From an optimization exercise on the open Yosys and OpenROAD flow, aimed at small area and a short achievable clock period; shortcuts taken in it are not production practice. Where RTL was checked, it was by simulation tests only, not by an equivalence proof against the original.

==> inputs of run G <==
## gte_unr_divide
module gte_unr_divide (
   input  wire        clk,
   input  wire        reset,
   input  wire        trigger,
   input  wire [15:0] lhs,
   input  wire [15:0] rhs,
   output reg  [16:0] result,
   output reg         div_error
);
Settings: LEC_CHECK=0, CAP_MARGIN=20, CORE_MARGIN=2, CORE_UTILIZATION=40, SETUP_SLACK_MARGIN=2.5, SLEW_MARGIN=20, SYNTH_MEMORY_MAX_BITS=16384; clock period 8.0 ns.
run.sh (not shown) runs the stock make flow with config.mk's settings and CLKGATE_MAP_FILE= SYNTH_SCRIPT=/design/flow/synth_recipe.tcl, a recipe that flattens the netlist after the stock synthesis.
==> run A (differences from run G) <==
==> flow/config.mk (replaced) <==
export PLATFORM = sky130hd
export DESIGN_NAME = gte_unr_divide
export DESIGN_NICKNAME = gte_unr_divide
export VERILOG_FILES = /design/flow/design.v
export SDC_FILE = /design/flow/constraint.sdc
export NUM_CORES = 4
export LEC_CHECK = 0
export CAP_MARGIN = 20
export CORE_MARGIN = 2
export CORE_UTILIZATION = 40
export SETUP_SLACK_MARGIN = 5
export SLEW_MARGIN = 20
export SYNTH_MEMORY_MAX_BITS = 16384
==> run P (differences from run G) <==
--- a/flow/design.v
+++ b/flow/design.v
@@ -551,27 +551,28 @@
    reg  [9:0]  u2;
    always @(posedge clk) begin
       ve2 <= ~reset & ve1;
       np2 <= np1;
       dp2 <= dp1;
       u2  <= unr_u(dp1[14:6]);
    end
-   wire [16:0] w2  = 17'h00080 - {1'b1, dp2} * u2;    
+   wire [16:0] tl2 = {1'b1, dp2} * u2;            
+   wire [16:0] w2  = 17'h00080 - tl2;
    reg         ve3;
    reg  [16:0] np3;
    reg  [9:0]  u3;
    reg  [8:0]  dl3;
    always @(posedge clk) begin
       ve3 <= ~reset & ve2;
       np3 <= np2;
       u3  <= u2;
       dl3 <= w2[16:8];
    end
-   wire [25:0] p3  = {u3, 16'd0} + dl3 * u3 - {u3 & {10{dl3[8]}}, 9'd0} + 26'd128;
-   wire [17:0] r3  = p3[25:8];
+   wire signed [19:0] p3  = $signed(dl3) * $signed({1'b0, u3}) + 20'sd128;
+   wire        [17:0] r3  = {u3, 8'd0} + {{6{p3[19]}}, p3[19:8]};
    reg         ve4;
    reg  [16:0] np4;
    reg  [16:0] rho4;
    always @(posedge clk) begin
       ve4  <= ~reset & ve3;
       np4  <= np3;
       rho4 <= {r3[17], r3[15:0]};                   
--- a/flow/config.mk
+++ b/flow/config.mk
@@ -4,10 +4,9 @@
 export VERILOG_FILES = /design/flow/design.v
 export SDC_FILE = /design/flow/constraint.sdc
 export NUM_CORES = 4
 export LEC_CHECK = 0
 export CAP_MARGIN = 20
 export CORE_MARGIN = 2
 export CORE_UTILIZATION = 40
-export SETUP_SLACK_MARGIN = 2.5
 export SLEW_MARGIN = 20
 export SYNTH_MEMORY_MAX_BITS = 16384
==> comparison table <==
quantity                                                          run G             run P           run A
Number of buffers and inverters on the critical path                  2                 3               4
Total Routed Length                                            57900 µm          54700 µm        65700 µm
Compound-Gate Fraction of Synth Area                             0.0889            0.0958          0.0889
Mapped Cells                                                       2863              2658            2863
Run status                                     timing/DRC/antenna clean  timing/DRC/antenna clean  timing/DRC/antenna clean
Reg-to-reg critical path endpoint                        s6[17]$_DFF_P_  rho4[16]$_DFF_P_  s6[17]$_DFF_P_
Bufs w/o clock                                                      108                64             248
Fraction of the yosys area taken by sequential cells              0.181             0.188           0.181
Critical Path Source                                     np5[2]$_DFF_P_     u3[6]$_DFF_P_  rh5[3]$_DFF_P_
Global-route met1 utilization                                     0.227             0.226           0.247
Number of nets in the final layout                                 3520              3256            3664
Detailed placer's ending HPWL                                  44600 µm          43800 µm        46400 µm
Post-CTS Resized                                                     58                 0             381
Final design area excluding fillers                          0.0281 mm²        0.0266 mm²      0.0312 mm²
Data required time at the worst endpoint                        8480 ps           8430 ps         8500 ps
Number of post-CTS setup repair buffers                              29                 0             144
Number of global-route vias before repair                         20000             18800           21300
Number of multi-input combinational cells in the layout            1972              1913            1976
Netlist area before placement                                0.0255 mm²        0.0245 mm²      0.0255 mm²
No run of this note included a check of the RTL's function; only the layout flow was run.

========
==> inputs of run K <==
gte_unr_divide, a different RTL version from the one above (not shown whole).
Settings: LEC_CHECK=0, ABC_AREA=1, CAP_MARGIN=20, CORE_MARGIN=2, CORE_UTILIZATION=40, SETUP_SLACK_MARGIN=4.5, SLEW_MARGIN=20; clock period 8.0 ns.
==> inputs of run F, as changes to run K <==
Settings changed: ABC_AREA 1 to unset, SETUP_SLACK_MARGIN 4.5 to 5.
==> inputs of run Y, as changes to run K <==
Settings changed: ABC_AREA 1 to unset, CORE_UTILIZATION 40 to 65, CTS_CLUSTER_DIAMETER set to 100, CTS_CLUSTER_SIZE set to 25.
==> summary of the runs <==
In run F the cell count is higher than in run Y, by 16%. Against run K, the critical path depth of run F is higher by 2. Run Y finished clean. Run K ran to the end with no violations. Run F passed the timing, design-rule and antenna checks. Against run Y, the final area of run K is higher by 4.9%. Count of clock-buffer cells in the layout: run Y < run F < run K. Against run F, the sequential share of layout area of run Y is higher by 3.0 points.

========
==> inputs of 12-16 <==
gte_unr_divide, a different RTL version from the one above (not shown whole).
clock: 8.0 ns
lec_check: 0
cap_margin: 20
core_margin: 2
core_utilization: 70
cts_cluster_diameter: 100
cts_cluster_size: 30
place_density: 0.8
setup_slack_margin: 4.5
slew_margin: 20
==> inputs of 04-14, as changes to 12-16 <==
==> flow/flow/run.sh (new file) <==
#!/bin/bash
set -euo pipefail
bash standard.sh "BUFFER_PORTS_ARGS=-buffer_cell sky130_fd_sc_hd__buf_2" finish > standard_make.log 2>&1
==> flow/standard.sh (new file) <==
#!/bin/bash
# synth_recipe.tcl (not shown) runs the flow's synth.tcl, then flattens the netlist and writes it again
# the make line also repeats each setting of config.mk as NAME=value (left out here)
make -C /OpenROAD-flow-scripts/flow DESIGN_CONFIG=/design/flow/config.mk WORK_HOME=/design/flow/orfs CLKGATE_MAP_FILE= SYNTH_SCRIPT=/design/flow/synth_recipe.tcl "${@:-finish}"
Settings changed: CORE_UTILIZATION 70 to 65, CTS_CLUSTER_SIZE 30 to 25, PLACE_DENSITY 0.8 to not set.
removed: flow/run.sh
==> inputs of 07-13, as changes to 12-16 <==
Settings changed: CORE_UTILIZATION 70 to 65, CTS_CLUSTER_SIZE 30 to 25, PLACE_DENSITY 0.8 to not set.
==> summary.txt <==
Fraction of layout cells with a size suffix above 1 -> 7.43%
Slew headroom -> 27.6%
Initial antenna violation count -> 0
WP data arrival -> 3830 ps
Layout Skew -> 30.6 ps
Status -> finished clean
Initial Util -> 65.9%
TritonCTS buffer count -> 17
Worst path bufs/invs -> 3
Multi-input gate area -> 0.0152 mm^2
# the run above: 07-13

==> summary.txt <==
Initial antenna violation count -> 1
TritonCTS buffer count -> 16
Multi-input gate area -> 0.0153 mm^2
Worst path bufs/invs -> 2
Fraction of layout cells with a size suffix above 1 -> 8.33%
Initial Util -> 71.6%
Layout Skew -> 22.6 ps
Status -> finished clean
Synth Instances -> 2396
Slew headroom -> 27.5%
WP data arrival -> 3900 ps
# the run above: 12-16

==> summary.txt <==
TritonCTS buffer count -> 17
Pin count of the biggest net entering global routing -> 64
Slew headroom -> 26.7%
Yosys top cell by area -> dfxtp_1
Initial Util -> 65.9%
Post-Synth Adder-Cell Area -> 23.3%
Layout Skew -> 18.9 ps
Status -> finished clean
Multi-input gate area -> 0.0152 mm^2
# the run above: 04-14

Function was not checked in any run of this note: the RTL went through the layout flow alone.

========
==> run H <==
RTL: one of the versions met above, not the one the previous note started from.
==> flow/config.mk <==
export PLATFORM = sky130hd
export DESIGN_NAME = gte_unr_divide
export DESIGN_NICKNAME = gte_unr_divide
export VERILOG_FILES = /design/flow/design.v
export SDC_FILE = /design/flow/constraint.sdc
export NUM_CORES = 4
export LEC_CHECK = 0
export CAP_MARGIN = 20
export CORE_MARGIN = 2
export CORE_UTILIZATION = 40
export SLEW_MARGIN = 20
==> flow/constraint.sdc <==
create_clock -name core_clock -period 8.0 [get_ports {clk}]
set_input_delay 1.6000 -clock core_clock [delete_from_list [all_inputs] [get_ports {clk}]]
set_output_delay 1.6000 -clock core_clock [all_outputs]
set_load 0.01 [all_outputs]
standard.sh (not shown) runs the stock make flow with config.mk's settings and CLKGATE_MAP_FILE= SYNTH_SCRIPT=/design/flow/synth_recipe.tcl, a recipe that flattens the netlist after the stock synthesis.
==> flow/flow/run.sh <==
#!/bin/bash
# The standard ORFS layout (standard.sh: the standard flow's synthesis and flow), with two
# changes: the port buffers are buf_2 cells instead of the default choice, and
# the repair steps aim for a tighter setup margin.
set -euo pipefail
MARGIN=$(cat flow/margin.txt)
bash standard.sh "BUFFER_PORTS_ARGS=-buffer_cell sky130_fd_sc_hd__buf_2" "SETUP_SLACK_MARGIN=$MARGIN" finish > standard_make.log 2>&1
==> flow/flow/margin.txt <==
5
==> run R: changes against run H <==
==> flow/run.sh (new file) <==
#!/bin/bash
# synth_recipe.tcl (not shown) runs the flow's synth.tcl, then flattens the netlist and writes it again
# the make line also repeats each setting of config.mk as NAME=value (left out here)
make -C /OpenROAD-flow-scripts/flow DESIGN_CONFIG=/design/flow/config.mk WORK_HOME=/design/flow/orfs CLKGATE_MAP_FILE= SYNTH_SCRIPT=/design/flow/synth_recipe.tcl finish
removed: flow/flow/run.sh
removed: flow/flow/margin.txt
removed: flow/standard.sh
==> run E: changes against run H <==
==> flow/run.sh (new file) <==
#!/bin/bash
# synth_recipe.tcl (not shown) runs the flow's synth.tcl, then flattens the netlist and writes it again
# the make line also repeats each setting of config.mk as NAME=value (left out here)
make -C /OpenROAD-flow-scripts/flow DESIGN_CONFIG=/design/flow/config.mk WORK_HOME=/design/flow/orfs CLKGATE_MAP_FILE= SYNTH_SCRIPT=/design/flow/synth_recipe.tcl finish
--- a/flow/config.mk
+++ b/flow/config.mk
@@ -8,4 +8,5 @@
 export CAP_MARGIN = 20
 export CORE_MARGIN = 2
 export CORE_UTILIZATION = 40
+export SETUP_SLACK_MARGIN = 4.5
 export SLEW_MARGIN = 20
removed: flow/flow/run.sh
removed: flow/flow/margin.txt
removed: flow/standard.sh
==> flow_metrics.py <==
metrics = {
    "layout": {
        "stdcell_count": 3121,
        "seq_share_pct": 24.64,
        "multi_input_gates": 1645,
    },
    "grt": {
        "gr-usage-met3_pct": 2.583,
        "grt_first_pass_wirelength_um": 90650,
    },
    "routing": {
        "wl_met2_um": 27230,
    },
    "critical_path": {
        "crit-reg2reg-launch": "r4a_5_13$_DFF_P_",
        "slowest_delay_ns": 0.54,
    },
    "status": {
        "status": "finished clean",
    },
    "sta": {
        "finalCritPeriodShare_pct": 42.17,
    },
}
(the above is from run H)
==> flow_metrics.py <==
metrics = {
    "routing": {
        "wl_met2_um": 27200,
    },
    "sta": {
        "finalCritPeriodShare_pct": 43.27,
    },
    "grt": {
        "grt_first_pass_wirelength_um": 89040,
        "gr-usage-met3_pct": 2.790,
    },
    "layout": {
        "seq_share_pct": 25.66,
    },
    "status": {
        "status": "finished clean",
    },
}
(the above is from run E)
==> flow_metrics.py <==
metrics = {
    "grt": {
        "gr-usage-met3_pct": 3.020,
        "grt_first_pass_wirelength_um": 87560,
    },
    "critical_path": {
        "slowest_delay_ns": 0.62,
        "crit-reg2reg-launch": "r6a_15_6$_DFF_P_",
    },
    "status": {
        "status": "finished clean",
    },
    "layout": {
        "multi_input_gates": 1642,
        "stdcell_count": 3036,
    },
    "routing": {
        "wl_met2_um": 26160,
    },
}
(the above is from run R)

==> static timing again, ports no longer ideal <==
The flow's constraints put no driver on any port. The routed layouts listed below were extracted and timed again, unchanged, in two steps. Step 1 (the two cells are an assumption about what drives the block):
set clk [get_ports {clk}]
set_driving_cell -lib_cell sky130_fd_sc_hd__clkbuf_16 $clk
set_driving_cell -lib_cell sky130_fd_sc_hd__buf_2 [delete_from_list [all_inputs] $clk]
Step 2 adds t to the input delays and takes it off the output delays; t is the mean of the earliest and latest rising clock arrival at the registers after step 1. Input paths then give back, and output paths get back, about the clock's delay inside the block. Slacks: ideal ports / drivers / drivers and shift; pairs: ideal ports / drivers.
run	t (ns)	setup WS [ns]	worst hold slack (ns)	clock arrival spread, ns	slew at the worst register clock pin (ns)
run G	0.599	2.525 / 2.525 / 2.525	0.324 / 0.324 / 0.324	0.017 / 0.017	0.07 / 0.07
run A	0.603	2.545 / 2.545 / 2.545	0.307 / 0.307 / 0.307	0.029 / 0.029	0.07 / 0.07
run P	0.611	0.294 / 0.294 / 0.294	0.321 / 0.321 / 0.321	0.019 / 0.019	0.07 / 0.07
run K	0.598	4.525 / 4.525 / 4.121	0.320 / 0.320 / 0.320	0.034 / 0.034	0.06 / 0.06
run F	0.600	4.646 / 4.646 / 4.282	0.322 / 0.322 / 0.322	0.018 / 0.018	0.07 / 0.07
run Y	0.565	4.529 / 4.529 / 4.039	0.315 / 0.315 / 0.315	0.020 / 0.019	0.10 / 0.10
12-16	0.566	4.480 / 4.480 / 4.043	0.331 / 0.331 / 0.331	0.025 / 0.025	0.11 / 0.11
04-14	0.569	4.589 / 4.589 / 4.087	0.328 / 0.328 / 0.328	0.020 / 0.020	0.10 / 0.10
07-13	0.577	4.568 / 4.609 / 4.032	0.301 / 0.301 / 0.301	0.031 / 0.031	0.10 / 0.10
run H	0.605	4.626 / 4.626 / 4.188	0.301 / 0.301 / 0.301	0.034 / 0.034	0.06 / 0.06
run R	0.605	3.785 / 3.819 / 3.214	0.317 / 0.317 / 0.317	0.025 / 0.025	0.06 / 0.06
run E	0.609	4.539 / 4.567 / 3.958	0.286 / 0.286 / 0.286	0.041 / 0.042	0.06 / 0.06
After both steps setup and hold are still met in every run listed. For run E, which loses most, drivers alone change the setup slack by +0.028 ns; drivers and shift together by -0.581 ns.
